Context: an optimization exercise on an open-source flow, tuned for small area, a short achievable clock period and few clock cycles per item. The choices shown serve that exercise and are no tape-out recipe.
Where RTL was checked, it was by simulation tests only, not by an equivalence proof against the original.

## oak
// cordic_vec_top
module cordic_vec_top (
    input  logic clk,
    input  logic rst_n,
    input  logic in_valid,
    output logic in_ready,
    input  logic signed [15:0] x_start,
    input  logic signed [15:0] y_start,
    output logic out_valid,
    input  logic out_ready,
    output logic signed [15:0] mag,
    output logic signed [31:0] theta
);
clock: 9.0 ns
lec_check: 0
abc_clock_period_in_ps: 2000
cap_margin: 20
core_margin: 2
core_utilization: 40
cts_cluster_diameter: 90
cts_cluster_size: 25
setup_slack_margin: 5
slew_margin: 20
standard.sh (not shown) runs the stock make flow with config.mk's settings and CLKGATE_MAP_FILE= SYNTH_SCRIPT=/design/flow/synth_recipe.tcl, a recipe that flattens the netlist after the stock synthesis.
==> flow/flow/run.sh <==
#!/bin/bash
# Own flow: the standard synthesis and layout (standard.sh), but with the
# post-synthesis / post-CTS / post-route repair_timing aiming at a larger
# setup margin (the clock period and all constraints stay the design's).
set -euo pipefail
MARGIN=$(cat flow/margin.txt)
bash standard.sh synth > synth.log 2>&1
# same make command as standard.sh, with SETUP_SLACK_MARGIN raised
CMD=$(grep '^make ' standard.sh | sed -e 's/"\${@:-finish}"//' -e "s/SETUP_SLACK_MARGIN=[^ ]*//")
eval "$CMD SETUP_SLACK_MARGIN=$MARGIN finish" > layout.log 2>&1
RES=$(ls -d orfs/results/*/cordic_vec_top/base)
: # left out here: write the final layout as DEF
==> flow/flow/margin.txt <==
5.9
Edits applied to the flow inputs when going from oak to pine:
==> flow/flow/margin.txt <==
6.0
### Flow results
Looking at required time of the worst setup path across pine and oak, the one that comes out lower is pine.
pine — share of the clock period used by the worst path 1.0 points lower, oak as reference
Function was not checked in any run of this note: the RTL went through the layout flow alone.

---

== the baseline ==
cordic_vec_top, a different RTL version from the one above (not shown whole).
Size in the first run: about 3,800 cells after synthesis, ~560 flip-flops, about 86 I/O pins.
export LEC_CHECK = 0
export ABC_CLOCK_PERIOD_IN_PS = 2000
export CAP_MARGIN = 20
export CORE_MARGIN = 2
export CORE_UTILIZATION = 40
export SLEW_MARGIN = 20
create_clock -name core_clock -period 9.0 [get_ports {clk}]
run.sh (not shown) runs the stock make flow with config.mk's settings and CLKGATE_MAP_FILE= SYNTH_SCRIPT=/design/flow/synth_recipe.tcl, a recipe that flattens the netlist after the stock synthesis.
Stock flow here: none of the scripts above is used.
Inputs modified between the baseline and the candidate:
- setting SETUP_SLACK_MARGIN to 5 for the first time
==> run summary <==
- The candidate finished every stage and its layout cleared the timing, DRC and antenna checks.
- Summary of the candidate over the baseline: post-detailed-routing wire length went up by 8.1%.
- The setup slack of the candidate was superior to that of the baseline.
- The candidate — highest clock frequency the design can meet 39 MHz higher, the baseline as reference
No functional check of the RTL was part of any run of this note.

---

cordic_vec_top, a different RTL version from the one above (not shown whole).
For scale: about 3400 cells after synthesis, ~740 flip-flops, ~86 I/O pins, ~44000 µm² of cells after synthesis.
clock: 9.0 ns
lec_check: 0
abc_clock_period_in_ps: 2000
cap_margin: 20
core_margin: 2
core_utilization: 40
setup_slack_margin: 5
slew_margin: 20
standard.sh (not shown) runs the stock make flow with config.mk's settings and CLKGATE_MAP_FILE= SYNTH_SCRIPT=/design/flow/synth_recipe.tcl, a recipe that flattens the netlist after the stock synthesis.
==> flow/flow/margin.txt <==
6
Scripts as last shown in full above: flow/flow/run.sh
Testbench counts at the start, summed over its fixed seeds: cycles 16,136, items 16,000.
Edit:
==> flow/flow/margin.txt (replaced) <==
5.8
Settings changed: ABC_CLOCK_PERIOD_IN_PS 2000 to 3000, CTS_CLUSTER_DIAMETER from default to 80, CTS_CLUSTER_SIZE from default to 20.
The changed run finished with timing, DRC and antenna clean.
Area after synthesis is unchanged.
Via count falls by 2.4%.
Core utilization goes down by 2.6 points.
Cell area is lower by 5.5%.
First-iteration DRC count climbs by 4.3%.
Edit:
==> flow/flow/margin.txt (replaced) <==
6
Settings changed: ABC_CLOCK_PERIOD_IN_PS 3000 to 2000, CORE_UTILIZATION 40 to 60, CTS_CLUSTER_DIAMETER 80 to default, CTS_CLUSTER_SIZE 20 to default, PLACE_DENSITY from default to 0.75.
Synthesized cell count stays the same.
Via count goes up by a few percent.
Non-clock buffer count goes up by 104.
Area after synthesis stays the same.
Edit:
==> flow/flow/margin.txt (replaced) <==
6.4
Settings changed: CORE_UTILIZATION 60 to 40, CTS_CLUSTER_DIAMETER from default to 80, CTS_CLUSTER_SIZE from default to 20, PLACE_DENSITY 0.75 to default.
After rerunning:
- The changed run went through all stages and came out clean
- die area goes up by 49%
- via count is about the same
- global-route usage goes down by 7.4 points
- sequential cell count does not change
- synthesized cell count does not change
- final cell count goes up by 12%
- clock skew goes up by 0.012 ns

---

Starting RTL as in the previous note.
Settings: LEC_CHECK=0, ABC_CLOCK_PERIOD_IN_PS=2000, CAP_MARGIN=20, CORE_MARGIN=2, CORE_UTILIZATION=40, CTS_CLUSTER_DIAMETER=80, CTS_CLUSTER_SIZE=20, SETUP_SLACK_MARGIN=5, SLEW_MARGIN=20; clock period 9.0 ns.
==> flow/flow/margin.txt <==
6
Scripts as last shown in full above: flow/flow/run.sh
Testbench counts at the start, summed over its fixed seeds: cycles 16,136, items 16,000.
==> next run, changes <==
- CTS_CLUSTER_DIAMETER: 80 -> 100
- CTS_CLUSTER_SIZE: 20 -> 30
Core utilization is lower by 0.40 points.
Routed wire length went down by 1.1%.
Setup slack degrades by 0.021 ns.
Area after synthesis stays the same.
Flip-flop and latch count is unchanged.
Critical path depth stays the same.
Die area does not change.
First-iteration DRC count drops by 5.4%.
Count of clock-buffer cells in the layout drops by 18.
==> next run, changes <==
==> flow/flow/margin.txt (replaced) <==
5.7
- CTS_CLUSTER_DIAMETER: 100 -> 80
- CTS_CLUSTER_SIZE: 30 -> 20
Routed wire length came out lower by 4.6%.
Die area stays the same.
Global-route usage came out lower by 0.45 points.
Synthesized cell count does not change.
Sequential share of layout area came out higher by 1.4 points.
Worst setup slack is worse by 0.10 ns.
Maximum frequency came out lower by 3.1%.

## separate check: timing with driven ports
The results above use ideal ports. As a check the final layouts listed here were re-extracted and re-timed, cells and wires unchanged. Step 1: set_driving_cell puts a clkbuf_16 on clk and a buf_2 on each other input, an assumption about the parent block. Step 2, shift: input delay + t, output delay - t, t = (earliest + latest rising clock arrival at the registers) / 2. This alone moves slack from input paths to output paths. Three values: ideal, step 1, step 2; two values: the first two.
| run | t, ns | slack for setup (ns) | worst setup path after step 2 | cell pins on the clock port's net |
|---|---|---|---|---|
| oak | 0.702 | 5.822 / 5.822 / 5.590 | input to register | 1 |
| pine | 0.699 | 5.916 / 5.851 / 5.612 | input to register | 1 |
| the baseline | 0.693 | 2.836 / 2.836 / 2.836 | register to register | 1 |
| the candidate | 0.692 | 4.038 / 4.038 / 4.038 | register to register | 1 |
| the first run of note 3 | 0.711 | 5.806 / 5.806 / 5.338 | input to register | 1 |
| the second run of note 3 | 0.700 | 5.743 / 5.698 / 5.088 | input to register | 1 |
| the third run of note 3 | 0.678 | 5.841 / 5.828 / 5.360 | input to register | 1 |
| the fourth run of note 3 | 0.711 | 5.855 / 5.794 / 5.600 | input to register | 1 |
| the first run of note 4 | 0.689 | 5.867 / 5.825 / 5.296 | input to register | 1 |
| the second run of note 4 | 0.673 | 5.845 / 5.840 / 5.353 | input to register | 1 |
| the third run of note 4 | 0.679 | 5.745 / 5.741 / 5.113 | input to register | 1 |
After both steps every run listed still meets setup and hold. The setup slack of the second run of note 3, which loses most, moves by -0.045 ns with the drivers and by -0.655 ns with both steps.
